Context: an optimization exercise on an open-source flow, tuned for small area and a short achievable clock period. The choices shown serve that exercise and are no tape-out recipe. Function was checked by simulation only, so behaviour that the tests miss may differ from the original.

[design.v]
module alu (
    data1,
    data2,
    shift_amount,
    alu_select,
    result
);
    input [31:0] data1;
    input [31:0] data2;
    input [4:0] shift_amount;
    input [5:0] alu_select;
    output reg [31:0] result;
    wire signed [31:0] signed_data1 = data1;
    wire signed [31:0] signed_data2 = data2;
    wire [31:0] product;
    bmul multiplier(.a(data1), .b(data2), .p(product));
    wire [31:0] quotient;
    rdiv divider(.a(data1), .b(data2), .q(quotient));
    always @(*) begin
        result = 0;
        case(alu_select)
            6'b000000 : result = data1 ^ data2;                        
            6'b000001 : result = data1 | data2;                        
            6'b000010 : result = ~(data1 | data2);                      
            6'b000011 : result = data1 & data2;                        
            6'b000100 : result = signed_data1 + signed_data2;          
            6'b000101 : result = signed_data1 - signed_data2;          
            6'b000110 : result = data2 + data1;                        
            6'b000111 : result = data1 - data2;                        
            6'b001000 : result = product;                              
            6'b001001 : result = quotient;                          
            6'b001010 : result = data2 << shift_amount;                
            6'b001011 : result = data2 << data1;                       
            6'b001100 : result = data2 >> shift_amount;                
            6'b001101 : result = data2 >> data1;                       
            6'b001110 : result = signed_data2 >>> shift_amount;                      
            6'b001111 : result = {31'b0, signed_data1 < signed_data2};                        
            6'b010000 : result = 1;                                    
            6'b010001 : result = 1;                                    
            6'b010010 : result = {31'b0, signed_data1 < signed_data2};                    
            6'b010011 : result = data2 << 16;                        
            6'b010100 : result = 32'b0;                                  
            6'b010101 : result = data1;                              
            default: ;
        endcase
    end
endmodule
module rdiv (
    input  [31:0] a,
    input  [31:0] b,
    output [31:0] q
);
    wire an = a[31], bn = b[31];
    wire [31:0] ua = an ? -a : a;
    wire [31:0] ub = bn ? -b : b;
    wire [34:0] M [0:7];
    assign M[0] = 35'd0;
    assign M[1] = {3'b0, ub};
    assign M[2] = {2'b0, ub, 1'b0};
    assign M[4] = {1'b0, ub, 2'b0};
    assign M[3] = M[1] + M[2];
    assign M[5] = M[1] + M[4];
    assign M[6] = {M[3][33:0], 1'b0};
    assign M[7] = M[4] + M[3];
    wire [31:0] uq;
    wire [1:0] R0 = ua[31:30];
    wire f01 = (ub < 32'd4);
    wire f02 = (ub < 32'd2);
    wire f03 = (ub < 32'd2);
    wire c01 = f01 & (R0 >= M[1][1:0]);
    wire c02 = f02 & (R0 >= M[2][1:0]);
    wire c03 = f03 & (R0 >= M[3][1:0]);
    wire [1:0] r0n = c03 ? R0 - M[3][1:0] : c02 ? R0 - M[2][1:0] : c01 ? R0 - M[1][1:0] : R0;
    assign uq[31] = c02;
    assign uq[30] = c03 | (c01 & ~c02);
    genvar t, k;
    generate
        for (t = 9; t >= 0; t = t - 1) begin : st
            localparam integer WR = 32 - 3 * t;            
            wire [WR-1:0] R8;
            wire [WR-1:0] rn;
            if (t == 9) begin : f
                assign R8 = {r0n, ua[29:27]};
            end else begin : n
                assign R8 = {st[t+1].rn, ua[3*t+2:3*t]};
            end
            wire [7:0] c;
            wire [WR:0] d [0:7];
            assign c[0] = 1'b1;
            assign d[0] = {1'b0, R8};
            for (k = 1; k < 8; k = k + 1) begin : cmp
                wire fk;
                if (WR >= 35) begin : wide
                    assign fk = 1'b1;
                end else begin : narrow
                    assign fk = ({3'b0, ub} < ((35'd1 << WR) + k - 1) / k);
                end
                assign d[k] = {1'b0, R8} - {1'b0, M[k][WR-1:0]};
                assign c[k] = fk & ~d[k][WR];
            end
            wire [7:0] s = c & ~{1'b0, c[7:1]};
            reg [WR-1:0] rsel;
            integer m;
            always @(*) begin
                rsel = {WR{1'b0}};
                for (m = 0; m < 8; m = m + 1)
                    rsel = rsel | ({WR{s[m]}} & d[m][WR-1:0]);
            end
            assign rn = rsel;
            assign uq[3*t+2] = c[4];
            assign uq[3*t+1] = (c[2] & ~c[4]) | c[6];
            assign uq[3*t] = (c[1] & ~c[2]) | (c[3] & ~c[4]) | (c[5] & ~c[6]) | c[7];
        end
    endgenerate
    wire [28:0] nhi = -uq[31:3];
    wire [2:0] m3 = uq[2:0];
    wire [31:0] nq = (m3 == 3'd0) ? {nhi, 3'b000} : {~uq[31:3], 3'd0 - m3};
    wire bz = (b == 32'b0);
    assign q = bz ? 32'b0 : (an ^ bn) ? nq : uq;
endmodule
module bmul (
    input  [31:0] a,
    input  [31:0] b,
    output [31:0] p
);
    wire [32:0] bx = {b, 1'b0};
    wire [31:0] pp [0:15];
    wire [31:0] negs;
    genvar i;
    generate
        for (i = 0; i < 16; i = i + 1) begin : row
            wire [2:0] t = bx[2*i+2:2*i];
            wire one = t[0] ^ t[1];
            wire two = (t == 3'b011) | (t == 3'b100);
            wire neg = t[2] & ~(t[1] & t[0]);
            localparam integer WI = 32 - 2 * i;
            wire [WI-1:0] ax = a[WI-1:0];
            wire [WI-1:0] a2 = {a[WI-2:0], 1'b0};
            wire [WI-1:0] mag = ({WI{one}} & ax) | ({WI{two}} & a2);
            wire [WI-1:0] sel = mag ^ {WI{neg}};
            if (i == 0) begin : r0
                assign pp[i] = sel;
            end else begin : rn
                assign pp[i] = {sel, {(2*i){1'b0}}};
            end
            assign negs[2*i] = neg;
            assign negs[2*i+1] = 1'b0;
        end
    endgenerate
    assign p = pp[0] + pp[1] + pp[2] + pp[3] + pp[4] + pp[5] + pp[6] + pp[7]
             + pp[8] + pp[9] + pp[10] + pp[11] + pp[12] + pp[13] + pp[14] + pp[15] + negs;
endmodule
module alu_ctrl (
    funct,
    alu_op,
    alu_select
);
    input [5:0] funct;
    input [4:0] alu_op;
    output reg [5:0] alu_select;
    always @(*) begin
        case(alu_op)
        5'b00000 : begin
            case(funct)
                6'b100110 : alu_select = 6'b000000;  
                6'b100101 : alu_select = 6'b000001;  
                6'b100111 : alu_select = 6'b000010;  
                6'b100100 : alu_select = 6'b000011;  
                6'b100000 : alu_select = 6'b000100;  
                6'b100010 : alu_select = 6'b000101;  
                6'b100001 : alu_select = 6'b000110;  
                6'b100011 : alu_select = 6'b000111;  
                6'b011000 : alu_select = 6'b001000;  
                6'b011010 : alu_select = 6'b001001;  
                6'b000000 : alu_select = 6'b001010;  
                6'b000100 : alu_select = 6'b001011;  
                6'b000010 : alu_select = 6'b001100;  
                6'b000110 : alu_select = 6'b001101;  
                6'b000011 : alu_select = 6'b001110;  
                6'b101010 : alu_select = 6'b001111;  
                6'b001100 : alu_select = 6'b010000;  
                6'b001000 : alu_select = 6'b010001;  
                default : alu_select = 6'b000000;
            endcase
        end
        5'b00001 : alu_select = 6'b000100;  
        5'b00010 : alu_select = 6'b000110;  
        5'b00011 : alu_select = 6'b000011;  
        5'b00100 : alu_select = 6'b000000;  
        5'b00101 : alu_select = 6'b000001;  
        5'b00110 : alu_select = 6'b010110;  
        5'b00111 : alu_select = 6'b010111;  
        5'b01000 : alu_select = 6'b011000;  
        5'b01001 : alu_select = 6'b011001;  
        5'b01010 : alu_select = 6'b011010;  
        5'b01011 : alu_select = 6'b000100;  
        5'b01100 : alu_select = 6'b000100;  
        5'b01101 : alu_select = 6'b000100;  
        5'b01110 : alu_select = 6'b000100;  
        5'b01111 : alu_select = 6'b010010;  
        5'b10000 : alu_select = 6'b010011;  
        5'b10001 : alu_select = 6'b010100;  
        5'b10010 : alu_select = 6'b010101;  
        5'b10011 : alu_select = 6'b010110;  
        5'b10100 : alu_select = 6'b010111;  
        5'b10101 : alu_select = 6'b011000;  
        5'b10110 : alu_select = 6'b011001;  
        5'b10111 : alu_select = 6'b011010;  
        5'b11000 : alu_select = 6'b011011;  
        5'b11001 : alu_select = 6'b011100;  
        5'b11010 : alu_select = 6'b011101;  
        5'b11011 : alu_select = 6'b011110;  
        5'b11100 : alu_select = 6'b010110;  
        5'b11101 : alu_select = 6'b010110;  
        5'b11110 : alu_select = 6'b010110;  
        default : alu_select = 6'b000000;
        endcase
    end
endmodule
module comparison_control (
    compare_op,
    compare_select
);
    input [4:0] compare_op;
    output reg [5:0] compare_select;
    always @(*) begin
        case(compare_op)
            5'b00110 : compare_select = 6'b010110;  
            5'b00111 : compare_select = 6'b010111;  
            5'b01000 : compare_select = 6'b011000;  
            5'b01001 : compare_select = 6'b011001;  
            5'b01010 : compare_select = 6'b011010;  
            default : compare_select = 6'b000000;
        endcase
    end
endmodule
module comparison_unit (
    compare_select,
    data1,
    data2,
    zero
);
    input [5:0] compare_select;
    input [31:0] data1, data2;
    output reg zero;
    wire signed [31:0] signed_data1;
    wire signed [31:0] signed_data2;
    assign signed_data1 = data1;
    assign signed_data2 = data2;
    always @(*) begin
        zero = 1'b0;
        case(compare_select)
            6'b010110 : zero = (signed_data1 == signed_data2);       
            6'b010111 : zero = (signed_data1 != signed_data2);       
            6'b011000 : zero = (signed_data1 <= 0);                  
            6'b011001 : zero = (signed_data1 > 0);                   
            6'b011010 : zero = (signed_data1 >= 0);                  
            default: ;
        endcase
    end
endmodule
module control_unit(
    is_hazard_detected,
    opcode,
    funct,
    reg_write_en,
    reg_dst,
    alu_src,
    alu_op,
    mem_write_en,
    mem_read_en,
    mem_to_reg,
    branch,
    halted,
    jr,
    jal,
    b,
    jump,
    unsign,
    load,
    cache_en
);
    input is_hazard_detected;
    input [5:0] opcode;
    input [5:0] funct;
    output reg reg_write_en;
    output reg [1:0] reg_dst;
    output reg alu_src;
    output reg [4:0] alu_op;
    output reg mem_write_en;
    output reg mem_read_en;
    output reg mem_to_reg;
    output reg branch;
    output reg halted;
    output reg b;
    output reg jr;
    output reg jal;
    output reg jump;
    output reg unsign;
    output reg load;
    output reg cache_en;
    always @(*) begin
        reg_write_en = 1'b0;
        reg_dst = 2'b00; 
        alu_src = 1'b0;
        alu_op = 5'b00000;
        mem_write_en = 1'b0;
        mem_read_en = 1'b0;
        mem_to_reg = 1'b0;
        branch = 1'b0;
        halted = 1'b0;
        b = 1'b0;
        jr = 1'b0;
        jal = 1'b0;
        jump = 1'b0;
        unsign = 1'b0;
        load = 1'b0;
        cache_en = 1'b0;
        if (is_hazard_detected == 1'b0) begin
            case(opcode)
                6'b000000 :  
                    case(funct)
                        6'b001100 :  
                            begin
                                reg_dst = 2'b01;
                                halted = 1'b1;
                            end
                        6'b001000 :  
                            begin
                                jr = 1'b1;
                            end
                        default : 
                            begin 
                                reg_write_en = 1'b1;
                                reg_dst = 2'b01;
                            end
                    endcase
                6'b001000 :  
                begin
                    reg_write_en = 1'b1;
                    alu_src = 1'b1;
                    alu_op = 5'b00001;
                end
                6'b001001 :  
                begin 
                    reg_write_en = 1'b1;
                    alu_src = 1'b1;
                    alu_op = 5'b00010;
                    unsign = 1'b1;
                end
                6'b001100 :  
                begin
                    reg_write_en = 1'b1;
                    alu_src = 1'b1;
                    alu_op = 5'b00011;
                end
                6'b001110 :  
                begin
                    reg_write_en = 1'b1;
                    alu_src = 1'b1;
                    alu_op = 5'b00100;
                end
                6'b001101 :  
                begin
                    reg_write_en = 1'b1;
                    alu_src = 1'b1;
                    alu_op = 5'b00101;
                    unsign = 1'b1;
                end
                6'b000100 :  
                begin
                    alu_src = 1'b0;
                    alu_op = 5'b00110;        
                    branch = 1'b1;
                end
                6'b000101 :  
                begin
                    alu_src = 1'b0;
                    alu_op = 5'b00111;        
                    branch = 1'b1;
                end
                6'b000110 :  
                begin
                    alu_src = 1'b1;
                    alu_op = 5'b01000;        
                    branch = 1'b1;
                end
                6'b000111 :  
                begin
                    alu_src = 1'b1;
                    alu_op = 5'b01001;        
                    branch = 1'b1;
                end
                6'b000001 :  
                begin
                    alu_src = 1'b1;
                    alu_op = 5'b01010;        
                    branch = 1'b1;
                end
                6'b100011 :  
                begin
                    reg_write_en = 1'b1;
                    reg_dst = 2'b00;
                    alu_src = 1'b1;
                    alu_op = 5'b01011;
                    mem_read_en = 1'b1;
                    mem_to_reg = 1'b1;
                    load = 1'b1;
                    cache_en = 1'b1;
                end
                6'b101011 :  
                begin
                    alu_src = 1'b1;
                    alu_op = 5'b01100;
                    cache_en = 1'b1;
                end
                6'b100000 :  
                begin
                    reg_write_en = 1'b1;
                    alu_src = 1'b1;
                    alu_op = 5'b01101;
                    mem_read_en = 1'b1;
                    mem_to_reg = 1'b1;
                    b = 1'b1;
                    load = 1'b1;
                    cache_en = 1'b1;
                end
                6'b101000 :  
                begin
                    alu_src = 1'b1;
                    alu_op = 5'b01110;
                    b = 1'b1;
                    cache_en = 1'b1;
                end
                6'b001010 :  
                begin
                    reg_write_en = 1'b1;
                    alu_src = 1'b1;
                    alu_op = 5'b01111;
                end
                6'b001111 :  
                begin
                    reg_write_en = 1'b1;
                    alu_src = 1'b1;
                    alu_op = 5'b10000;
                end
                6'b000010 :  
                begin
                    alu_src = 1'b1;
                    jump = 1'b1;
                end
                6'b000011 :  
                begin
                    reg_write_en = 1'b1;
                    reg_dst = 2'b10; 
                    alu_op = 5'b10010;
                    jal = 1'b1;
                    jump = 1'b1;
                end
                default : ;
            endcase
        end
    end
endmodule
module hazard_detection (
    src1_ID,
    src2_ID,
    write_reg_EXE,
    write_reg_MEM,
    reg_write_en_EXE,
    reg_write_en_MEM,
    mem_to_reg_EXE,
    opcode_ID,
    opcode_EXE,
    funct,
    is_hazard_detected
);
    input [4:0] src1_ID, src2_ID;
    input [4:0] write_reg_EXE, write_reg_MEM;
    input reg_write_en_EXE, reg_write_en_MEM, mem_to_reg_EXE;
    input [5:0] opcode_ID, funct, opcode_EXE;
    output is_hazard_detected;
    wire src1_is_valid, src2_is_valid, exe_has_hazard, mem_has_hazard, hazard, inst_is_branch, inst_is_store_or_beq_or_bne;
    assign inst_is_store_or_beq_or_bne = (opcode_ID == 6'b000100) || (opcode_ID == 6'b000101) ||  
    (opcode_ID == 6'b101011) || (opcode_ID == 6'b101000);  
    assign src2_is_valid = inst_is_store_or_beq_or_bne ||
    ((opcode_ID == 6'b000000) && (funct != 6'b001100) && (funct != 6'b001000));
    assign src1_is_valid = (opcode_ID != 6'b000010) && (opcode_ID != 6'b000011) && 
    ((opcode_ID == 6'b000000) && (funct != 6'b001100));
    assign inst_is_branch = (opcode_ID == 6'b000100) || (opcode_ID == 6'b000101) || 
    (opcode_ID == 6'b000110) || (opcode_ID == 6'b000111) || (opcode_ID == 6'b000001);
    assign exe_has_hazard = reg_write_en_EXE && write_reg_EXE != 5'b00000 && ((src1_is_valid && (src1_ID == write_reg_EXE)) || (src2_is_valid && (src2_ID == write_reg_EXE)));
    assign mem_has_hazard = reg_write_en_MEM && write_reg_MEM != 5'b00000 && ((src1_is_valid && (src1_ID == write_reg_MEM)) || (src2_is_valid && (src2_ID == write_reg_MEM)));
    assign hazard = exe_has_hazard || mem_has_hazard;
    assign is_hazard_detected = (inst_is_branch && hazard) || (mem_to_reg_EXE && mem_has_hazard);
endmodule
module Forwarding_EXE (
    src1_EXE,
    src2_EXE,
    store_src_EXE,
    write_reg_MEM,
    write_reg_WB,
    reg_write_en_MEM,
    reg_write_en_WB,
    alu_input1_sel,
    alu_input2_sel,
    store_val_sel
);
    input [4:0] src1_EXE, src2_EXE, store_src_EXE;
    input [4:0] write_reg_MEM, write_reg_WB;
    input reg_write_en_MEM, reg_write_en_WB;
    output reg [1:0] alu_input1_sel, alu_input2_sel, store_val_sel;
    always @(*) begin
        {alu_input1_sel, alu_input2_sel, store_val_sel} = 0;
        if ((store_src_EXE != 5'b00000) && reg_write_en_MEM && (store_src_EXE == write_reg_MEM)) begin
            store_val_sel = 2'b01;
        end
        else if ((store_src_EXE != 5'b00000) && reg_write_en_WB && (store_src_EXE == write_reg_WB)) begin
            store_val_sel = 2'b10;
        end
        if ((src1_EXE != 5'b00000) && reg_write_en_MEM && (src1_EXE == write_reg_MEM)) begin
            alu_input1_sel = 2'b01;
        end
        else if ((src1_EXE != 5'b00000) && reg_write_en_WB && (src1_EXE == write_reg_WB)) begin
            alu_input1_sel = 2'b10;
        end
        if ((src2_EXE != 5'b00000) && reg_write_en_MEM && (src2_EXE == write_reg_MEM)) begin
            alu_input2_sel = 2'b01;
        end
        else if ((src2_EXE != 5'b00000) && reg_write_en_WB && (src2_EXE == write_reg_WB)) begin
            alu_input2_sel = 2'b10;
        end
    end
endmodule
module complex_forwarding_EXE (
    src1_EXE,
    src2_EXE,
    src3_EXE,
    src4_EXE,
    store_src_EXE,
    store_src2_EXE,
    write_reg_MEM,
    write_reg2_MEM,
    write_reg_WB,
    write_reg2_WB,
    reg_write_en_MEM,
    reg_write_en_WB,
    alu_input1_sel,
    alu_input2_sel,
    alu_input3_sel,
    alu_input4_sel,
    store_val_sel,
    store_val2_sel  
);
    input [3:0] src1_EXE, src2_EXE, src3_EXE, src4_EXE, store_src_EXE, store_src2_EXE;
    input [3:0] write_reg_MEM, write_reg2_MEM, write_reg_WB, write_reg2_WB;
    input reg_write_en_MEM, reg_write_en_WB;
    output reg [2:0] alu_input1_sel, alu_input2_sel, alu_input3_sel, alu_input4_sel, store_val_sel, store_val2_sel;
    always @(*) begin
        {alu_input1_sel, alu_input2_sel, alu_input3_sel, alu_input4_sel, store_val_sel, store_val2_sel} = 0;
        if ((store_src_EXE != 4'b0000) && reg_write_en_MEM && (store_src_EXE == write_reg_MEM)) begin
            store_val_sel = 3'b001;
        end
        else if ((store_src_EXE != 4'b0000) && reg_write_en_WB && (store_src_EXE == write_reg_WB)) begin
            store_val_sel = 3'b010;
        end 
        if ((store_src2_EXE != 4'b0000) && reg_write_en_MEM && (store_src2_EXE == write_reg_MEM)) begin
            store_val2_sel = 3'b001;
        end
        else if ((store_src2_EXE != 4'b0000) && reg_write_en_WB && (store_src2_EXE == write_reg_WB)) begin
            store_val2_sel = 3'b010;
        end 
        if ((store_src_EXE != 4'b0000) && reg_write_en_MEM && (store_src_EXE == write_reg2_MEM)) begin
            store_val_sel = 3'b011;
        end
        else if ((store_src_EXE != 4'b0000) && reg_write_en_WB && (store_src_EXE == write_reg2_WB)) begin
            store_val_sel = 3'b100;
        end 
        if ((store_src2_EXE != 4'b0000) && reg_write_en_MEM && (store_src2_EXE == write_reg2_MEM)) begin
            store_val2_sel = 3'b011;
        end
        else if ((store_src2_EXE != 4'b0000) && reg_write_en_WB && (store_src2_EXE == write_reg2_WB)) begin
            store_val2_sel = 3'b100;
        end
        if ((src1_EXE != 4'b0000) && reg_write_en_MEM && (src1_EXE == write_reg_MEM)) begin
            alu_input1_sel = 3'b001;
        end
        else if ((src1_EXE != 4'b0000) && reg_write_en_WB && (src1_EXE == write_reg_WB)) begin
            alu_input1_sel = 3'b010;
        end 
        if ((src2_EXE != 4'b0000) && reg_write_en_MEM && (src2_EXE == write_reg_MEM)) begin
            alu_input2_sel = 3'b001;
        end
        else if ((src2_EXE != 4'b0000) && reg_write_en_WB && (src2_EXE == write_reg_WB)) begin
            alu_input2_sel = 3'b010;
        end 
        if ((src1_EXE != 4'b0000) && reg_write_en_MEM && (src1_EXE == write_reg2_MEM)) begin
            alu_input1_sel = 3'b011;
        end
        else if ((src1_EXE != 4'b0000) && reg_write_en_WB && (src1_EXE == write_reg2_WB)) begin
            alu_input1_sel = 3'b100;
        end 
        if ((src2_EXE != 4'b0000) && reg_write_en_MEM && (src2_EXE == write_reg2_MEM)) begin
            alu_input2_sel = 3'b011;
        end
        else if ((src2_EXE != 4'b0000) && reg_write_en_WB && (src2_EXE == write_reg2_WB)) begin
            alu_input2_sel = 3'b100;
        end
        if ((src3_EXE != 4'b0000) && reg_write_en_MEM && (src3_EXE == write_reg_MEM)) begin
            alu_input3_sel = 3'b001;
        end
        else if ((src3_EXE != 4'b0000) && reg_write_en_WB && (src3_EXE == write_reg_WB)) begin
            alu_input3_sel = 3'b010;
        end 
        if ((src4_EXE != 4'b0000) && reg_write_en_MEM && (src4_EXE == write_reg_MEM)) begin
            alu_input4_sel = 3'b001;
        end
        else if ((src4_EXE != 4'b0000) && reg_write_en_WB && (src4_EXE == write_reg_WB)) begin
            alu_input4_sel = 3'b010;
        end 
        if ((src3_EXE != 4'b0000) && reg_write_en_MEM && (src3_EXE == write_reg2_MEM)) begin
            alu_input3_sel = 3'b011;
        end
        else if ((src3_EXE != 4'b0000) && reg_write_en_WB && (src3_EXE == write_reg2_WB)) begin
            alu_input3_sel = 3'b100;
        end 
        if ((src4_EXE != 4'b0000) && reg_write_en_MEM && (src4_EXE == write_reg2_MEM)) begin
            alu_input4_sel = 3'b011;
        end
        else if ((src4_EXE != 4'b0000) && reg_write_en_WB && (src4_EXE == write_reg2_WB)) begin
            alu_input4_sel = 3'b100;
        end
    end
endmodule
module regfile(
    rs_data,
    rt_data,
    rs_num,
    rt_num,
    rd_num,
    rd_data,
    rd_we,
    clk,
    rst_b
);
    parameter XLEN=32, size=32;
    output [XLEN-1:0] rs_data;
    output [XLEN-1:0] rt_data;
    input       [4:0] rs_num;
    input       [4:0] rt_num;
    input       [4:0] rd_num;
    input  [XLEN-1:0] rd_data;
    input             rd_we;
    input             clk;
    input             rst_b;
    reg [XLEN-1:0] data[1:size-1];
    reg [size-1:1] valid;
    assign rs_data = (rs_num != 0 && valid[rs_num]) ? data[rs_num] : {XLEN{1'b0}};
    assign rt_data = (rt_num != 0 && valid[rt_num]) ? data[rt_num] : {XLEN{1'b0}};
    always @(posedge clk, negedge rst_b) begin
        if (rst_b == 0)
            valid <= 0;
        else if (rd_we && (rd_num != 0))
            valid[rd_num] <= 1'b1;
    end
    always @(posedge clk) begin
        if (rd_we && (rd_num != 0))
            data[rd_num] <= rd_data;
    end
endmodule
module cache(
    clk,
    rst_b,
    cache_addr,
    cache_data_out,
    cache_data_in,
    mem_write_en,
    mem_addr,
    mem_data_in,
    mem_data_out,
    load,
    cache_en
);
    input clk;
    input rst_b;
    input [31:0] cache_addr;
    output reg [31:0] cache_data_out;
    input [31:0] cache_data_in;
    output reg mem_write_en;
    output reg [31:0] mem_addr;
    output reg [31:0] mem_data_in;
    input [31:0] mem_data_out;
    input load;
    input cache_en;
    reg [31:0] cache_memory[0:15];
    reg [25:0] tag_array[0:15];
    reg [15:0] valid_array;
    reg [15:0] dirty_array;
    reg [3:0] cycle;
    wire [25:0] address_tag = cache_addr[31:6];
    wire [3:0] address_block = cache_addr[5:2];
    wire [25:0] line_tag = tag_array[address_block];
    wire line_valid = valid_array[address_block];
    wire tag_match = (address_tag == line_tag);
    wire hit = tag_match && line_valid;
    wire st0 = (cycle == 4'd0);
    wire st1 = (cycle == 4'd1);
    wire st5 = (cycle == 4'd5);
    wire st9 = (cycle == 4'd9);
    wire wr_data = cache_en && ((st0 && hit && !load) || (st5 && !load) || st9);
    wire [31:0] wdata = st9 ? mem_data_out : cache_data_in;
    wire wr_tag = cache_en && ((st5 && !load) || st9);
    wire set_dirty = cache_en && ((st0 && hit && !load) || (st5 && !load));
    always @(posedge clk) begin
        if (wr_data)
            cache_memory[address_block] <= wdata;
        if (wr_tag)
            tag_array[address_block] <= address_tag;
    end
    always @(posedge clk, negedge rst_b) begin
        if (!rst_b) begin
            valid_array <= 16'b0;
            dirty_array <= 16'b0;
        end else begin
            if (wr_tag)
                valid_array[address_block] <= 1'b1;
            if (set_dirty)
                dirty_array[address_block] <= 1'b1;
        end
    end
    always @(posedge clk, negedge rst_b) begin
        if (!rst_b) begin
            cycle <= 4'b0;
            mem_write_en <= 1'b0;
            cache_data_out <= 32'b0;
            mem_addr <= 32'b0;
            mem_data_in <= 32'b0;
        end
        else begin
            if (cache_en) begin
                case(cycle)
                    4'b0: begin
                        if (hit) begin
                            if (load)
                                cache_data_out <= cache_memory[address_block];
                        end
                        else
                            cycle <= 4'b0001;
                    end
                    4'b0001: begin
                        if (!tag_match && line_valid) begin
                            if (dirty_array[address_block]) begin
                                mem_data_in <= cache_memory[address_block];
                                mem_addr <= {line_tag, address_block, 2'b0};
                                mem_write_en <= 1'b1;
                                cycle <= 4'b0010;  
                            end
                            else
                                cycle <= 4'b0101;
                        end
                        else cycle <= 4'b0101;
                    end
                    4'b0010: cycle <= 4'b0011;
                    4'b0011: cycle <= 4'b0100;
                    4'b0100: cycle <= 4'b0101;
                    4'b0101: begin
                        if (load) begin
                            mem_write_en <= 1'b0;
                            mem_addr <= cache_addr;
                            cycle <= 4'b0110;
                        end
                        else
                            cycle <= 4'b1010;
                    end
                    4'b0110: cycle <= 4'b0111;
                    4'b0111: cycle <= 4'b1000;
                    4'b1000: cycle <= 4'b1001;
                    4'b1001: cycle <= 4'b1010;
                    4'b1010: cycle <= 4'b0;
                    default: cycle <= 4'b0;
                endcase
            end
        end
    end
endmodule
module IFStage (
    clk,
    rst_b,
    is_hazard_detected,
    new_PC,
    PC
);
    input clk, rst_b, is_hazard_detected;
    input [31:0] new_PC;
    output reg [31:0] PC;
    always @(posedge clk, negedge rst_b) begin
        if (rst_b == 1'b0)
            PC <= 32'b0;
        else if (is_hazard_detected)
            PC <= PC;
        else
            PC <= new_PC;
    end
endmodule
module IF2ID (
    clk,
    rst_b,
    freeze,
    flush,
    PC_in,
    inst_in,
    inst,
    PC_add_4
);
    input clk, rst_b, freeze, flush;
    input [31:0] PC_in, inst_in;
    output reg [31:0] inst, PC_add_4;    
    always @(posedge clk, negedge rst_b) begin
        if (rst_b == 1'b0) begin
            PC_add_4 <= 32'd4;
            inst <= 32'b0;
        end
        else if (freeze == 1'b0) begin
            if (flush) begin
                PC_add_4 <= PC_in;
                inst <= 32'b0;
            end
            else begin
                PC_add_4 <= PC_in + 4;
                inst <= inst_in;
            end
        end
        else begin
            PC_add_4 <= PC_add_4;
            inst <= inst;
        end
    end
endmodule
module IDStage (
    is_hazard_detected,
    inst,
    PC_add_4,
    rs_data,
    rt_data,
    halted,
    mem_to_reg,
    reg_write_en,
    b,
    jal,
    is_load,
    cache_en,
    program_flow_change_taken,
    alu_select,
    rs_num,
    rt_num,
    src2_forwarding,
    opcode,
    val1,
    val2,
    new_PC,
    write_register,
    shift_amount,
    func
);
    input is_hazard_detected;
    input [31:0] inst, PC_add_4, rs_data, rt_data;
    output halted;
    output mem_to_reg, reg_write_en, b, jal, is_load, cache_en, program_flow_change_taken;
    output [5:0] alu_select;
    output [5:0] opcode, func;
    output [31:0] new_PC;
    output [4:0] shift_amount;
    output [4:0] rs_num, rt_num, src2_forwarding;
    output reg [4:0] write_register;
    output [31:0] val1;
    output [31:0] val2;
    wire [4:0] rd_num;
    wire [31:0] signed_extend_immediate;
    wire [31:0] zero_extend_immediate;
    wire [31:0] shifted_immediate;
    wire [27:0] jump_shifted;
    wire [31:0] jump_address;
    wire [31:0] PC_4_immediate;
    wire [31:0] extended_immediate;
    assign opcode = inst[31:26];
    assign rs_num = inst[25:21];
    assign rt_num = inst[20:16];
    assign rd_num = inst[15:11];
    assign shift_amount = inst[10:6];
    assign func = inst[5:0];
    assign signed_extend_immediate = {{16{inst[15]}}, inst[15:0]};
    assign zero_extend_immediate = {16'b0, inst[15:0]};
    assign extended_immediate = unsign ? zero_extend_immediate : signed_extend_immediate;
    assign shifted_immediate = signed_extend_immediate << 2;
    assign PC_4_immediate = PC_add_4 + shifted_immediate;
    assign jump_shifted = {inst[25:0], 2'b0};
    assign jump_address = {PC_add_4[31:28], jump_shifted};
    assign program_flow_change_taken = (branch && zero) || jump || jr;
    wire branch;
    wire alu_src;
    wire jr;
    wire jump;
    wire unsign;
    wire mem_write_en;
    wire mem_read_en;
    wire [1:0] reg_dst;
    wire [4:0] alu_op;
    wire [5:0] compare_select;
    wire zero;
    wire [31:0] PC_temp1, PC_temp2;
    control_unit controlUnit(
        .is_hazard_detected(is_hazard_detected),
        .opcode(opcode),
        .funct(func),
        .reg_write_en(reg_write_en),
        .reg_dst(reg_dst),
        .alu_src(alu_src),
        .alu_op(alu_op),
        .mem_write_en(mem_write_en),
        .mem_read_en(mem_read_en),
        .mem_to_reg(mem_to_reg),
        .branch(branch),
        .halted(halted),
        .b(b),
        .jr(jr),
        .jal(jal),
        .jump(jump),
        .unsign(unsign),
        .load(is_load),
        .cache_en(cache_en)
    );
    alu_ctrl aluControl(
        .funct(func),
        .alu_op(alu_op),
        .alu_select(alu_select)
    );
    comparison_control compare_ctrl(
        .compare_op(alu_op),
        .compare_select(compare_select)
    );
    comparison_unit compare_unit(
        .compare_select(compare_select),
        .data1(rs_data),
        .data2(rt_data),
        .zero(zero)
    );
    assign PC_temp1 = (branch && zero) ? PC_4_immediate : PC_add_4;
    assign PC_temp2 = (jump) ? jump_address : PC_temp1;
    assign new_PC = (jr) ? rs_data : PC_temp2;
    always @(*) begin
        case (reg_dst) 
            2'b0 : write_register = rt_num;
            2'b01 : write_register = rd_num;
            2'b10 : write_register = 5'b11111;
            default : write_register = 5'b00000;
        endcase
    end
    assign val1 = rs_data;
    assign val2 = jal ? new_PC : (alu_src ? extended_immediate : rt_data);
    assign src2_forwarding = ((alu_src == 1'b0) || (opcode == 6'b101011) || (opcode == 6'b101000)) ? rt_num : 5'b00000;
endmodule
module ID2EXE (
    clk,
    rst_b,
    mem_to_reg_in,
    reg_write_en_in,
    write_register_in,
    val1_in,
    val2_in,
    rt_data_in,
    alu_select_in,
    shift_amount_in,
    jal_in,
    b_in,
    is_load_in,
    cache_en_in,
    halted_in,
    fwd1_in,
    fwd2_in,
    fwds_in,
    mem_to_reg,
    reg_write_en,
    write_register,
    val1_out,
    val2_out,
    rt_data,
    alu_select,
    shift_amount,
    jal,
    b,
    is_load,
    cache_en,
    halted,
    fwd1,
    fwd2,
    fwds
);
    input clk, rst_b, mem_to_reg_in, reg_write_en_in, jal_in, b_in, is_load_in, cache_en_in, halted_in;
    input [4:0] write_register_in, shift_amount_in;
    input [5:0] alu_select_in;
    input [31:0] val1_in, val2_in, rt_data_in;
    input [1:0] fwd1_in, fwd2_in, fwds_in;
    output reg mem_to_reg, reg_write_en, jal, b, is_load, cache_en, halted;
    output reg [4:0] write_register, shift_amount;
    output reg [5:0] alu_select;
    output reg [31:0] val1_out, val2_out, rt_data;
    output reg [1:0] fwd1, fwd2, fwds;
    always @(posedge clk, negedge rst_b) begin
        if (rst_b == 1'b0) begin
            {mem_to_reg, reg_write_en, jal, b, is_load, cache_en, halted, fwd1, fwd2, fwds} <= 0;
        end
        else begin
            mem_to_reg <= mem_to_reg_in;
            reg_write_en <= reg_write_en_in;
            jal <= jal_in;
            b <= b_in;
            is_load <= is_load_in;
            cache_en <= cache_en_in;
            halted <= halted_in;
            fwd1 <= fwd1_in;
            fwd2 <= fwd2_in;
            fwds <= fwds_in;
        end
    end
    always @(posedge clk) begin
        write_register <= write_register_in;
        shift_amount <= shift_amount_in;
        alu_select <= alu_select_in;
        val1_out <= val1_in;
        val2_out <= val2_in;
        rt_data <= rt_data_in;
    end
endmodule
module EXEStage (
    val1,
    val2,
    rt_data,
    alu_result_MEM,
    rd_data_WB,
    fwd1,
    fwd2,
    fwds,
    jal,
    is_load,
    alu_select,
    shift_amount,
    alu_result,
    aux
);
    input [31:0] val1, val2, rt_data, alu_result_MEM, rd_data_WB;
    input [1:0] fwd1, fwd2, fwds;
    input jal, is_load;
    input [5:0] alu_select;
    input [4:0] shift_amount;
    output [31:0] alu_result;
    output [31:0] aux;
    reg [31:0] alu_input1, alu_input2, store_val;
    always @(*) begin
        case (fwd1)
            2'b01: alu_input1 = alu_result_MEM;
            2'b10: alu_input1 = rd_data_WB;
            default: alu_input1 = val1;
        endcase
        case (fwd2)
            2'b01: alu_input2 = alu_result_MEM;
            2'b10: alu_input2 = rd_data_WB;
            default: alu_input2 = val2;
        endcase
        case (fwds)
            2'b01: store_val = alu_result_MEM;
            2'b10: store_val = rd_data_WB;
            default: store_val = rt_data;
        endcase
    end
    assign aux = jal ? val2 : (is_load ? rt_data : store_val);
    alu alu(
        .data1(alu_input1),
        .data2(alu_input2),
        .shift_amount(shift_amount),
        .alu_select(alu_select),
        .result(alu_result)
    );
endmodule
module EXE2MEM (
    clk,
    rst_b,
    mem_to_reg_in,
    reg_write_en_in,
    is_load_in,
    cache_en_in,
    jal_in,
    b_in,
    write_register_in,
    aux_in,
    alu_result_in,
    halted_in,
    mem_to_reg,
    reg_write_en,
    is_load,
    cache_en,
    jal,
    b,
    write_register,
    aux,
    alu_result,
    halted
);
    input clk, rst_b, mem_to_reg_in, reg_write_en_in, is_load_in, cache_en_in, jal_in, b_in, halted_in;
    input [4:0] write_register_in;
    input [31:0] aux_in, alu_result_in;
    output reg mem_to_reg, reg_write_en, is_load, cache_en, jal, b, halted;
    output reg [4:0] write_register;
    output reg [31:0] aux, alu_result;
    always @(posedge clk, negedge rst_b) begin
        if (rst_b == 1'b0) begin
            {mem_to_reg, reg_write_en, is_load, cache_en, jal, b, halted} <= 0;
        end
        else begin
            mem_to_reg <= mem_to_reg_in;
            reg_write_en <= reg_write_en_in;
            is_load <= is_load_in;
            cache_en <= cache_en_in;
            jal <= jal_in;
            b <= b_in;
            halted <= halted_in;
        end
    end
    always @(posedge clk) begin
        write_register <= write_register_in;
        aux <= aux_in;
        alu_result <= alu_result_in;
    end
endmodule
module MEMStage (
    clk,
    rst_b,
    cache_addr,
    store_val,
    cache_en,
    is_load,
    mem_write_en,
    b,
    mem_data_out,
    mem_addr,
    cache_data_out,
    mem_data_in
);
    input clk, rst_b, cache_en, is_load, b;
    input [31:0] cache_addr, store_val;
    input [31:0] mem_data_out;
    output [31:0] mem_data_in;
    output [31:0] mem_addr, cache_data_out;
    output mem_write_en;
    wire [31:0] cache_data_in;
    assign cache_data_in[7:0] = b ? (cache_addr[1:0] == 2'd3 ? store_val[7:0] : cache_data_out[7:0]) : store_val[7:0];
    assign cache_data_in[15:8] = b ? (cache_addr[1:0] == 2'd2 ? store_val[7:0] : cache_data_out[15:8]) : store_val[15:8];
    assign cache_data_in[23:16] = b ? (cache_addr[1:0] == 2'd1 ? store_val[7:0] : cache_data_out[23:16]) : store_val[23:16];
    assign cache_data_in[31:24] = b ? (cache_addr[1:0] == 2'd0 ? store_val[7:0] : cache_data_out[31:24]) : store_val[31:24];
    cache cache_memory(
        .clk(clk),
        .rst_b(rst_b),
        .cache_addr(cache_addr),
        .cache_data_out(cache_data_out),
        .cache_data_in(cache_data_in),
        .mem_write_en(mem_write_en),
        .mem_addr(mem_addr),
        .mem_data_in(mem_data_in),
        .mem_data_out(mem_data_out),
        .load(is_load),
        .cache_en(cache_en)
    );
endmodule
module MEM2WB (
    clk,
    rst_b,
    reg_write_en_in,
    write_register_in,
    rd_data_in,
    reg_write_en,
    write_register,
    rd_data
);
    input clk, rst_b, reg_write_en_in;
    input [4:0] write_register_in;
    input [31:0] rd_data_in;
    output reg reg_write_en;
    output reg [4:0] write_register;
    output reg [31:0] rd_data;
    always @(posedge clk, negedge rst_b) begin
        if (rst_b == 1'b0) begin
            reg_write_en <= 1'b0;
        end
        else begin
            reg_write_en <= reg_write_en_in;
        end
    end
    always @(posedge clk) begin
        write_register <= write_register_in;
        rd_data <= rd_data_in;
    end
endmodule
module WBStage (
    mem_to_reg,
    b,
    jal,
    cache_data_out,
    alu_result,
    aux,
    rd_data
);
    input mem_to_reg, b, jal;
    input [31:0] cache_data_out, alu_result;
    input [31:0] aux;             
    output [31:0] rd_data;
    reg [7:0] low;
    always @(*) begin
        if (mem_to_reg) begin
            if (b) begin
                case (alu_result[1:0])
                    2'd0: low = cache_data_out[31:24];
                    2'd1: low = cache_data_out[23:16];
                    2'd2: low = cache_data_out[15:8];
                    default: low = cache_data_out[7:0];
                endcase
            end
            else low = cache_data_out[7:0];
        end
        else low = alu_result[7:0];
    end
    wire [31:8] high = b ? aux[31:8] : (mem_to_reg ? cache_data_out[31:8] : alu_result[31:8]);
    assign rd_data = jal ? aux : {high, low};
endmodule
module mips_core(
    inst_addr,
    inst,
    mem_addr,
    mem_data_out,
    mem_data_in,
    mem_write_en,
    halted,
    clk,
    rst_b
);
    output  [31:0] inst_addr;
    input   [31:0] inst;
    output  [31:0] mem_addr;
    input   [31:0] mem_data_out;
    output  [31:0] mem_data_in;
    output         mem_write_en;
    output         halted;
    input          clk;
    input          rst_b;
    wire is_hazard_detected;
    wire [31:0] PC_IF, PC_ID, new_PC_ID;
    assign inst_addr = PC_IF;
    wire [31:0] inst_ID;
    wire prog_fl_chg_tkn_ID;
    wire mem_to_reg_ID, reg_write_en_ID, b_ID, jal_ID, is_load_ID, cache_en_ID, halted_ID;
    wire [5:0] alu_select_ID, opcode_ID, inst_func_ID;
    wire [4:0] rs_num_ID, rt_num_ID, src2_forwarding_ID, write_register_ID, shift_amount_ID;
    wire [31:0] val1_ID, val2_ID, rs_data_ID, rt_data_ID;
    wire [1:0] fwd1_ID, fwd2_ID, fwds_ID;
    wire mem_to_reg_EXE, reg_write_en_EXE, b_EXE, jal_EXE, is_load_EXE, cache_en_EXE, halted_EXE;
    wire [5:0] alu_select_EXE;
    wire [4:0] write_register_EXE, shift_amount_EXE;
    wire [31:0] val1_EXE, val2_EXE, rt_data_EXE;
    wire [1:0] fwd1_EXE, fwd2_EXE, fwds_EXE;
    wire [31:0] alu_result_EXE, aux_EXE;
    wire mem_to_reg_MEM, reg_write_en_MEM, b_MEM, jal_MEM, is_load_MEM, cache_en_MEM;
    wire [4:0] write_register_MEM;
    wire [31:0] alu_result_MEM, aux_MEM, cache_data_out_MEM, rd_data_MEM;
    wire reg_write_en_WB;
    wire [4:0] write_register_WB;
    wire [31:0] rd_data_WB;
    IFStage ifstage(
        .clk(clk),
        .rst_b(rst_b),
        .is_hazard_detected(is_hazard_detected),
        .new_PC(new_PC_ID),
        .PC(PC_IF)
    );
    IF2ID if2id(
        .clk(clk),
        .rst_b(rst_b),
        .freeze(is_hazard_detected),
        .flush(prog_fl_chg_tkn_ID),
        .PC_in(PC_IF),
        .inst_in(inst),
        .inst(inst_ID),
        .PC_add_4(PC_ID)
    );
    IDStage idstage(
        .is_hazard_detected(is_hazard_detected),
        .inst(inst_ID),
        .PC_add_4(PC_ID),
        .rs_data(rs_data_ID),
        .rt_data(rt_data_ID),
        .halted(halted_ID),
        .mem_to_reg(mem_to_reg_ID),
        .reg_write_en(reg_write_en_ID),
        .b(b_ID),
        .jal(jal_ID),
        .is_load(is_load_ID),
        .cache_en(cache_en_ID),
        .program_flow_change_taken(prog_fl_chg_tkn_ID),
        .alu_select(alu_select_ID),
        .rs_num(rs_num_ID),
        .rt_num(rt_num_ID),
        .src2_forwarding(src2_forwarding_ID),
        .opcode(opcode_ID),
        .val1(val1_ID),
        .val2(val2_ID),
        .new_PC(new_PC_ID),
        .write_register(write_register_ID),
        .shift_amount(shift_amount_ID),
        .func(inst_func_ID)
    );
    Forwarding_EXE forwarding_EXE(
        .src1_EXE(rs_num_ID),
        .src2_EXE(src2_forwarding_ID),
        .store_src_EXE(write_register_ID),
        .write_reg_MEM(write_register_EXE),
        .write_reg_WB(write_register_MEM),
        .reg_write_en_MEM(reg_write_en_EXE),
        .reg_write_en_WB(reg_write_en_MEM),
        .alu_input1_sel(fwd1_ID),
        .alu_input2_sel(fwd2_ID),
        .store_val_sel(fwds_ID)
    );
    ID2EXE id2exe(
        .clk(clk),
        .rst_b(rst_b),
        .mem_to_reg_in(mem_to_reg_ID),
        .reg_write_en_in(reg_write_en_ID),
        .write_register_in(write_register_ID),
        .val1_in(val1_ID),
        .val2_in(val2_ID),
        .rt_data_in(rt_data_ID),
        .alu_select_in(alu_select_ID),
        .shift_amount_in(shift_amount_ID),
        .jal_in(jal_ID),
        .b_in(b_ID),
        .is_load_in(is_load_ID),
        .cache_en_in(cache_en_ID),
        .halted_in(halted_ID),
        .fwd1_in(fwd1_ID),
        .fwd2_in(fwd2_ID),
        .fwds_in(fwds_ID),
        .mem_to_reg(mem_to_reg_EXE),
        .reg_write_en(reg_write_en_EXE),
        .write_register(write_register_EXE),
        .val1_out(val1_EXE),
        .val2_out(val2_EXE),
        .rt_data(rt_data_EXE),
        .alu_select(alu_select_EXE),
        .shift_amount(shift_amount_EXE),
        .jal(jal_EXE),
        .b(b_EXE),
        .is_load(is_load_EXE),
        .cache_en(cache_en_EXE),
        .halted(halted_EXE),
        .fwd1(fwd1_EXE),
        .fwd2(fwd2_EXE),
        .fwds(fwds_EXE)
    );
    EXEStage exestage(
        .val1(val1_EXE),
        .val2(val2_EXE),
        .rt_data(rt_data_EXE),
        .alu_result_MEM(alu_result_MEM),
        .rd_data_WB(rd_data_WB),
        .fwd1(fwd1_EXE),
        .fwd2(fwd2_EXE),
        .fwds(fwds_EXE),
        .jal(jal_EXE),
        .is_load(is_load_EXE),
        .alu_select(alu_select_EXE),
        .shift_amount(shift_amount_EXE),
        .alu_result(alu_result_EXE),
        .aux(aux_EXE)
    );
    EXE2MEM exe2mem(
        .clk(clk),
        .rst_b(rst_b),
        .mem_to_reg_in(mem_to_reg_EXE),
        .reg_write_en_in(reg_write_en_EXE),
        .is_load_in(is_load_EXE),
        .cache_en_in(cache_en_EXE),
        .jal_in(jal_EXE),
        .b_in(b_EXE),
        .write_register_in(write_register_EXE),
        .aux_in(aux_EXE),
        .alu_result_in(alu_result_EXE),
        .halted_in(halted_EXE),
        .mem_to_reg(mem_to_reg_MEM),
        .reg_write_en(reg_write_en_MEM),
        .is_load(is_load_MEM),
        .cache_en(cache_en_MEM),
        .jal(jal_MEM),
        .b(b_MEM),
        .write_register(write_register_MEM),
        .aux(aux_MEM),
        .alu_result(alu_result_MEM),
        .halted(halted)
    );
    MEMStage memstage(
        .clk(clk),
        .rst_b(rst_b),
        .cache_addr(alu_result_MEM),
        .store_val(aux_MEM),
        .cache_en(cache_en_MEM),
        .is_load(is_load_MEM),
        .b(b_MEM),
        .mem_data_out(mem_data_out),
        .mem_addr(mem_addr),
        .mem_write_en(mem_write_en),
        .cache_data_out(cache_data_out_MEM),
        .mem_data_in(mem_data_in)
    );
    WBStage wbstage(
        .mem_to_reg(mem_to_reg_MEM),
        .b(b_MEM),
        .jal(jal_MEM),
        .cache_data_out(cache_data_out_MEM),
        .alu_result(alu_result_MEM),
        .aux(aux_MEM),
        .rd_data(rd_data_MEM)
    );
    MEM2WB mem2wb(
        .clk(clk),
        .rst_b(rst_b),
        .reg_write_en_in(reg_write_en_MEM),
        .write_register_in(write_register_MEM),
        .rd_data_in(rd_data_MEM),
        .reg_write_en(reg_write_en_WB),
        .write_register(write_register_WB),
        .rd_data(rd_data_WB)
    );
    regfile RegisterFile(
        .rs_data(rs_data_ID),
        .rt_data(rt_data_ID),
        .rs_num(rs_num_ID),
        .rt_num(rt_num_ID),
        .rd_num(write_register_WB),
        .rd_data(rd_data_WB),
        .rd_we(reg_write_en_WB),
        .clk(clk),
        .rst_b(rst_b)
    );
    hazard_detection hazard_detection_unit(
        .src1_ID(rs_num_ID),
        .src2_ID(rt_num_ID),
        .write_reg_EXE(write_register_EXE),
        .write_reg_MEM(write_register_MEM),
        .reg_write_en_EXE(reg_write_en_EXE),
        .reg_write_en_MEM(reg_write_en_MEM),
        .mem_to_reg_EXE(mem_to_reg_EXE),
        .opcode_ID(opcode_ID),
        .opcode_EXE(6'b0),
        .funct(inst_func_ID),
        .is_hazard_detected(is_hazard_detected)
    );
endmodule
[flow/run.sh]
#!/bin/bash
# The standard layout (standard.sh), with timing repair asked to overfix
# setup by a margin: the divider paths already meet the clock, and without a
# margin repair_timing leaves them at minimum size.
set -e
export SETUP_SLACK_MARGIN=56
bash standard.sh > standard.log 2>&1
[standard.sh]
#!/bin/bash
# synth_recipe.tcl (not shown) runs the flow's synth.tcl, then flattens the netlist and writes it again
# the make line also repeats each setting of config.mk as NAME=value (left out here)
make -C /OpenROAD-flow-scripts/flow DESIGN_CONFIG=/design/flow/config.mk WORK_HOME=/design/flow/orfs CLKGATE_MAP_FILE= SYNTH_SCRIPT=/design/flow/synth_recipe.tcl "${@:-finish}"
[config.mk]
export PLATFORM = sky130hd
export DESIGN_NAME = mips_core
export DESIGN_NICKNAME = mips_core
export VERILOG_FILES = /design/flow/design.v
export SDC_FILE = /design/flow/constraint.sdc
export NUM_CORES = 4
export LEC_CHECK = 0
export ABC_AREA = 1
export CAP_MARGIN = 35
export CORE_MARGIN = 2
export CORE_UTILIZATION = 40
export PLACE_DENSITY = 0.6
export SLEW_MARGIN = 30
[constraint.sdc]
create_clock -name core_clock -period 92.0 [get_ports {clk}]
set_input_delay 18.4000 -clock core_clock [delete_from_list [all_inputs] [get_ports {clk}]]
set_output_delay 18.4000 -clock core_clock [all_outputs]
set_load 0.01 [all_outputs]
==> flow_metrics.py, run 1 <==
metrics = {
    "placed_design": {
        "port_buffers": 163,
        "dp_slack_ns": 39.99,
        "placed_cell_area_mm2": 0.201,
        "gp_congestion": 1.08,
        "dp_cells": 29100,
        "hpwl_mm": 637,
    },
    "floorplanning": {
        "ios": 164,
        "die_h_um": 691,
        "fp.dieArea_mm2": 0.478,
        "rows": 252,
        "fp.dieW_um": 691,
        "core_mm2": 0.471,
        "start_util": 0.401,
    },
    "timing": {
        "timing.hold.ws_ns": 0.347,
        "clock_skew_ns": 0.0764,
        "hold_viol_final": 0,
        "period_minus_slack_ns": 36.93,
        "tns_ns": 0,
        "maxSlewHeadroom": 0.229,
        "fmax_mhz": 27.1,
        "rsz0062_at_grt": "true",
        "finalCritPeriodShare": 0.401,
        "setup_viol": 0,
        "maxSlewViolCount": 0,
        "worst_slack_ns": 55.07,
        "worst_slew_pin_slew_ns": 1.16,
    },
    "layout": {
        "area_growth_pct": 19.4,
        "final_util": 0.479,
        "largest_reg_flops": 992,
        "drive_gt1_frac": 0.151,
        "design_area_mm2": 0.225,
        "reg.largest.list": "RegisterFile.data (992), memstage.cache_memory.cache_memory (512), memstage.cache_memory.tag_array (416)",
        "nNetsFinal": 26200,
        "top_register": "RegisterFile.data",
        "final_cell_count_no_fill": 30700,
    },
    "critical_path": {
        "crit_type": "flip-flop to flip-flop",
        "cp_slowest_cell": "o211ai_1",
        "worst-endpoint-arrival_ns": 37.70,
        "critPathLaunchType": "flip-flop",
        "ff2ff_setup_slack_ns": 55.07,
        "crit_path_frequent_cell": "buf_4",
        "r2r-end": "exe2mem.alu_result[19]",
        "worst_path_largest_cell_delay_ns": 0.73,
        "worstPathMaxFanout": 11,
        "critPathLaunch": "id2exe.fwd2[1]",
        "r2r_start": "id2exe.fwd2[1]",
        "worst_r2r_path_depth": 249,
        "cp-end-kind": "flip-flop",
        "required_ns": 92.77,
        "endpoint": "exe2mem.alu_result[19]",
    },
    "synthesis": {
        "syn_inst": 23200,
        "yosysWarnings": 18,
        "synthArstFlopShare": 0.115,
        "synth_area_mm2": 0.189,
        "ys_seq_elements": 2416,
        "avgSynthCellArea_um2": 8.16,
        "synth_edf_count": 1920,
        "syn-num-nets": 25100,
        "synth_cell_types": 94,
        "synth_top_flop_cell": "edfxtp_1",
        "ys_seq_area_frac": 0.365,
    },
    "clock_tree": {
        "clkTransAtPathRegs_ns": 0.07,
        "cts_max_level": 5,
        "cts_buffers": 263,
        "cts_tree": "done",
        "insertion_delay_ns": 0.95,
        "clock_sinks": 2416,
        "root_buffer": "clkbuf_16",
        "clk_path_buf_depth": 4,
    },
    "detailed_routing": {
        "antenna_left": 0,
        "routed_wirelength_mm": 927,
        "drt-vias-per-instance": 6.25,
        "drc": 0,
        "wire_per_inst_um": 30.2,
        "num_vias": 192000,
        "drt-initial-drc-count": 27100,
        "drt_pass1_iterations": 9,
    },
    "global_routing": {
        "antenna_found_initial": 84,
        "grt_pass1_vias": 177000,
        "grt_usage": 0.369,
        "gr-total-overflow": 0,
        "grt_max_degree": 155,
        "grt_pass1_wl_mm": 1290,
    },
    "min_path": {
        "hold_path_class": "flip-flop to flip-flop",
    },
    "run": {
        "cap_viol_max_count": 0,
    },
    "run_status": {
        "status": "complete, no violations",
    },
}
==> metal layers <==
layer,up-vias,GRT usage,share of wire
li1,84400,-,-
met1,92500,0.507,0.40
met2,12200,0.537,0.41
met3,2678,0.0910,0.12
met4,40,0.188,0.062
met5,-,0,0.00029
==> cell families (layout without fill, tap and decap cells) <==
logic type | after synthesis | after routing | synth area share
muxes | 71 | 71 | 0.00382
AOI/OAI and AO/OA | 7145 | 7145 | 0.220
buffers and inverters | 3211 | 4471 | 0.0653
adders and majority gates | 1881 | 1881 | 0.134
DFF | 2416 | 2416 | 0.365
xor gates and xnor gates | 1076 | 1076 | 0.0499
other | 0 | 45 | 0
and+or+nand+nor | 7354 | 7357 | 0.162
==> cells in the final DEF (no fill, tap or decap), drive strengths merged, types with 53 or more instances in the layout <==
master         Yosys  final
fa               241    241
a221oi           242    242
nor2            1790   1790
o311ai           105    105
nand2           3959   3962
clkinv            39    134
xor2             780    780
inv             2079   2062
a21o              53     53
dfxtp            217    217
clkbuf           792    352
nor3             265    265
ha              1640   1640
nand3            858    858
mux2i             63     63
or2              148    148
clkdlybuf4s50      0    162
o21bai           195    195
o21ai           2295   2295
dfrtp            278    278
a211oi           115    115
o22ai            641    641
nor4              72     72
edfxtp          1920   1920
a31oi            100    100
o2111ai          106    106
o211ai           131    131
a21oi           2658   2658
o31ai            114    114
nand4            183    183
o221ai           109    109
buf              301   1714
xnor2            296    296
==> cell usage after synthesis, types with 41 or more instances <==
master     instances  share of area
a31oi_1          100         0.0033
o221ai_1         109         0.0051
inv_1           2030          0.040
o311ai_0         104         0.0048
xnor2_1          296          0.014
dfxtp_1          217          0.023
o2111ai_1        106         0.0049
o211ai_1         131         0.0052
nor4_1            70         0.0023
xor2_1           780          0.036
clkbuf_1         792          0.016
o21bai_1         194         0.0077
nand4_1          180         0.0060
a21o_1            53         0.0021
a211oi_1         115         0.0046
edfxtp_1        1920           0.31
nand2_1         3918          0.078
a21oi_1         2653          0.070
or2_2            141         0.0047
buf_1            142         0.0028
o22ai_1          641          0.021
inv_2             47        0.00093
o31ai_1          114         0.0045
dfrtp_1          278          0.037
a2111oi_0         41         0.0019
o21ai_0         2222          0.059
mux2i_1           63         0.0033
nor2_1          1776          0.035
fa_1             241          0.026
nand3_1          844          0.022
ha_1            1640           0.11
o21ai_1           62         0.0016
nor3_1           264         0.0070
buf_2            139         0.0037
a221oi_1         242          0.011
==> critical path, delay by kind of cell, from the launching register on <==
family / cells / cell delay [ns]
buffers and inverters: 94 / 11.52
xor gates and xnor gates: 2 / 0.54
DFF: 1 / 0.41
AOI/OAI and AO/OA: 52 / 9.54
adders and majority gates: 15 / 4.19
and+or+nand+nor: 86 / 10.36
==> timing repair <==
| action | CTS | global route |
|---|---|---|
| hold buffers | 0 | 0 |
| buffers inserted | 736 | 283 |
| gates resized for setup | 1118 | 674 |
| pin swaps | 470 | 610 |
| gates cloned | 9 | 1 |
| setup endpoints to repair | 32 | 32 |
==> worst min-delay path by stage <==
stage,cells past startpoint,slack (ns),from,end
floorplan,0,0.33,id2exe.write_register[3],exe2mem.write_register[3]
global placement,0,0.34,id2exe.cache_en,exe2mem.cache_en
detailed placement,0,0.33,id2exe.b,exe2mem.b
CTS,0,0.35,id2exe.b,exe2mem.b
global route,0,0.35,id2exe.cache_en,exe2mem.cache_en
finish,0,0.35,id2exe.cache_en,exe2mem.cache_en
==> layout make-up <==
class	count	area, µm²
Timing Repair inverter	1	16.3
Inverter	2118	8300
Tap cell	6223	7790
Sequential cell	2416	69000
Antenna cell	45	113
Clock inverter	120	992
Fill cell	45200	245000
Timing Repair Buffer	1881	16400
Clock buffer	351	7160
Multi-Input combinational cell	17500	116000
==> inputs of run 2 (changes only) <==
--- a/flow/run.sh
+++ b/flow/run.sh
@@ -5,3 +5,3 @@
 set -e
-export SETUP_SLACK_MARGIN=56
+export SETUP_SLACK_MARGIN=58
 bash standard.sh > standard.log 2>&1
--- a/config.mk
+++ b/config.mk
@@ -10,4 +10,4 @@
 export CORE_MARGIN = 2
-export CORE_UTILIZATION = 40
-export PLACE_DENSITY = 0.6
+export CORE_UTILIZATION = 55
+export PLACE_DENSITY = 0.7
 export SLEW_MARGIN = 30
==> flow_metrics.py, run 2 <==
metrics = {
    "synthesis": {
        "synth_top_flop_cell": "edfxtp_1",
        "synth_area_mm2": 0.189,
        "syn_inst": 23200,
        "yosysWarnings": 18,
        "ys_seq_area_frac": 0.365,
        "synth_edf_count": 1920,
        "avgSynthCellArea_um2": 8.16,
        "yosys-top-cells-count": "nand2_1, a21oi_1, o21ai_0, inv_1, edfxtp_1",
        "synth_top_area_frac": 0.305,
        "synthArstFlopShare": 0.115,
        "ys_seq_elements": 2416,
        "syn-num-nets": 25100,
        "synth_cell_types": 94,
        "synth.area.top_cells": "edfxtp_1, ha_1, nand2_1, a21oi_1, o21ai_0",
        "synth_most_common_cell": "nand2_1",
        "synth_area_leader_cell": "edfxtp_1",
    },
    "layout": {
        "area_growth_pct": 16.2,
        "drive_gt1_frac": 0.133,
        "final_cell_count_no_fill": 28800,
        "top_register": "RegisterFile.data",
        "largest_reg_flops": 992,
        "reg.largest.list": "RegisterFile.data (992), memstage.cache_memory.cache_memory (512), memstage.cache_memory.tag_array (416)",
        "final_common_cell": "nand2_1",
        "nNetsFinal": 25800,
        "mostFrequentLayoutCells": "nand2_1, a21oi_1, o21ai_0, edfxtp_1, inv_1",
    },
    "floorplanning": {
        "start_util": 0.552,
        "die_h_um": 590,
        "fp.dieArea_mm2": 0.348,
        "fp.dieW_um": 590,
        "core_mm2": 0.342,
        "rows": 215,
        "ios": 164,
    },
    "critical_path": {
        "r2r_start": "exe2mem.alu_result[13]",
        "worst-endpoint-arrival_ns": 38.15,
        "crit_type": "flip-flop to flip-flop",
        "crit_path_frequent_cell": "nand2_1",
        "cp-end-kind": "flip-flop",
        "r2r-end": "exe2mem.alu_result[19]",
        "worst_r2r_path_depth": 255,
        "required_ns": 92.82,
        "critPathLaunchType": "flip-flop",
        "ff2ff_setup_slack_ns": 54.67,
        "worst_path_largest_cell_delay_ns": 0.59,
        "worstPathMaxFanout": 21,
        "cp_slowest_cell": "ha_1",
    },
    "clock_tree": {
        "cts_buffers": 244,
        "clock_sinks": 2416,
        "cts_hold_buf": 0,
        "root_buffer": "clkbuf_16",
        "clkTransAtPathRegs_ns": 0.07,
        "clk_path_buf_depth": 4,
        "cts_tree": "done",
        "cts_max_level": 4,
        "insertion_delay_ns": 1.04,
    },
    "placed_design": {
        "port_buffers": 163,
        "dp_cells": 27500,
        "dp_slack_ns": 42.94,
        "gp_congestion": 1.16,
        "hpwl_mm": 641,
    },
    "timing": {
        "finalCritPeriodShare": 0.406,
        "hold_viol_final": 0,
        "worst_slew_pin_slew_ns": 1.26,
        "fmax_mhz": 26.8,
        "timing.hold.ws_ns": 0.349,
        "setup_viol": 0,
        "rsz0062_at_grt": "true",
        "maxSlewViolCount": 0,
        "clock_skew_ns": 0.134,
        "maxSlewHeadroom": 0.158,
        "tns_ns": 0,
        "period_minus_slack_ns": 37.33,
        "worst_slack_ns": 54.67,
    },
    "global_routing": {
        "grt_pass1_vias": 179000,
        "grt_max_degree": 232,
        "antenna_found_initial": 105,
        "grt_pass1_wl_mm": 1280,
        "gr-total-overflow": 0,
        "grt_usage": 0.510,
    },
    "run_status": {
        "status": "complete, no violations",
    },
    "min_path": {
        "worstHoldStart": "id2exe.halted",
        "hold_end": "exe2mem.halted",
        "hold_depth": 0,
        "hold_path_class": "flip-flop to flip-flop",
    },
    "detailed_routing": {
        "num_vias": 196000,
        "antenna_left": 0,
        "drt-vias-per-instance": 6.81,
        "drt_pass1_iterations": 7,
        "drc": 0,
        "wire_per_inst_um": 32.3,
        "drt-initial-drc-count": 32200,
        "routed_wirelength_mm": 930,
    },
    "run": {
        "cap_viol_max_count": 0,
    },
}
run 2: cell counts after synthesis:
No cell type changed its count.
run 2: cell type report:
class | count | area [µm²]
fillers | 28700 | 123000
repair buffers | 1523 | 13100
clock buffers | 326 | 6720
inverters | 2118 | 8340
well taps | 4557 | 5700
clock inverters | 134 | 1330
flip-flops and latches | 2416 | 69000
repair inverters | 3 | 43.8
multi-input cells | 17500 | 115000
diodes | 227 | 568
run 2: kinds of logic (layout without fill, tap and decap cells):
| family | count (synthesis) | after routing | synth area share |
|---|---|---|---|
| AOI/OAI and AO/OA | 7145 | 7147 | 0.220 |
| xor gates and xnor gates | 1076 | 1076 | 0.0499 |
| adders and majority gates | 1881 | 1881 | 0.134 |
| buffers and inverters | 3211 | 4104 | 0.0653 |
| DFF | 2416 | 2416 | 0.365 |
| muxes | 71 | 71 | 0.00382 |
| other | 0 | 227 | 0 |
| and+or+nand+nor | 7354 | 7358 | 0.162 |
run 2: metrics by stage:
stage	utilization	area, µm²
finish	0.641	219000
global route	0.640	219000
CTS	0.621	213000
detailed placement	0.582	199000
global placement	0.580	199000
floorplan	-	190000
run 2: critical path, delay by kind of cell (launching register included):
family / cells / cell delay (ns)
compound gates: 93 / 14.43
simple gates: 106 / 12.02
buf+inv: 43 / 6.19
fa+ha+maj: 13 / 3.81
flops: 1 / 0.49
run 2: how the worst max path moves through the flow:
stage | start | to | depth (start not counted)
after global routing | id2exe.fwd2[1] | exe2mem.alu_result[19] | 281
after CTS | id2exe.fwd2[0] | exe2mem.alu_result[19] | 274
after detailed placement | id2exe.fwd2[1] | exe2mem.alu_result[19] | 251
after floorplan | id2exe.fwd2[1] | exe2mem.alu_result[27] | 255
final | exe2mem.alu_result[13] | exe2mem.alu_result[19] | 255
after global placement | id2exe.fwd2[1] | exe2mem.alu_result[19] | 245
run 2: per-layer routing:
layer / global-route usage / share of wire / routed length (µm) / vias to the layer above
li1: - / - / - / 83800
met1: 0.632 / 0.35 / 322000 / 92000
met2: 0.708 / 0.40 / 369000 / 16600
met3: 0.180 / 0.15 / 144000 / 4020
met4: 0.429 / 0.10 / 94900 / 40
met5: 0 / 0.00039 / 362 / -
run 2: timing repair:
action | CTS | global route
pin swaps | 169 | 479
endpoints found under the setup margin | 32 | 32
setup buffers | 329 | 317
gates resized for setup | 581 | 776
cloned | 8 | 6

## re-timing with driven ports
Ports are ideal in the flow. The routed layouts listed here were re-timed in OpenROAD. Step 1 sets driving cells, clkbuf_16 on the clock port and buf_2 on the other inputs (assumed; they add their load-dependent delay and slew). Step 2 adds t to the input delays and takes it off the output delays; t is the mean of the earliest and latest rising clock arrival at the registers after step 1. Input paths then give back, and output paths get back, about the clock's delay inside the block. a / b / c = ideal ports / drivers / drivers and shift; a / b = the first two.
run	shift t [ns]	setup WS [ns]	worst setup path at the end	worst register clock-pin slew, ns	pins driven straight from the clock port
run 1	1.028	55.065 / 55.065 / 55.065	register to register	0.10 / 0.10	1
run 2	1.100	54.667 / 54.667 / 54.667	register to register	0.08 / 0.08	1
After both steps every run listed still meets setup and hold.
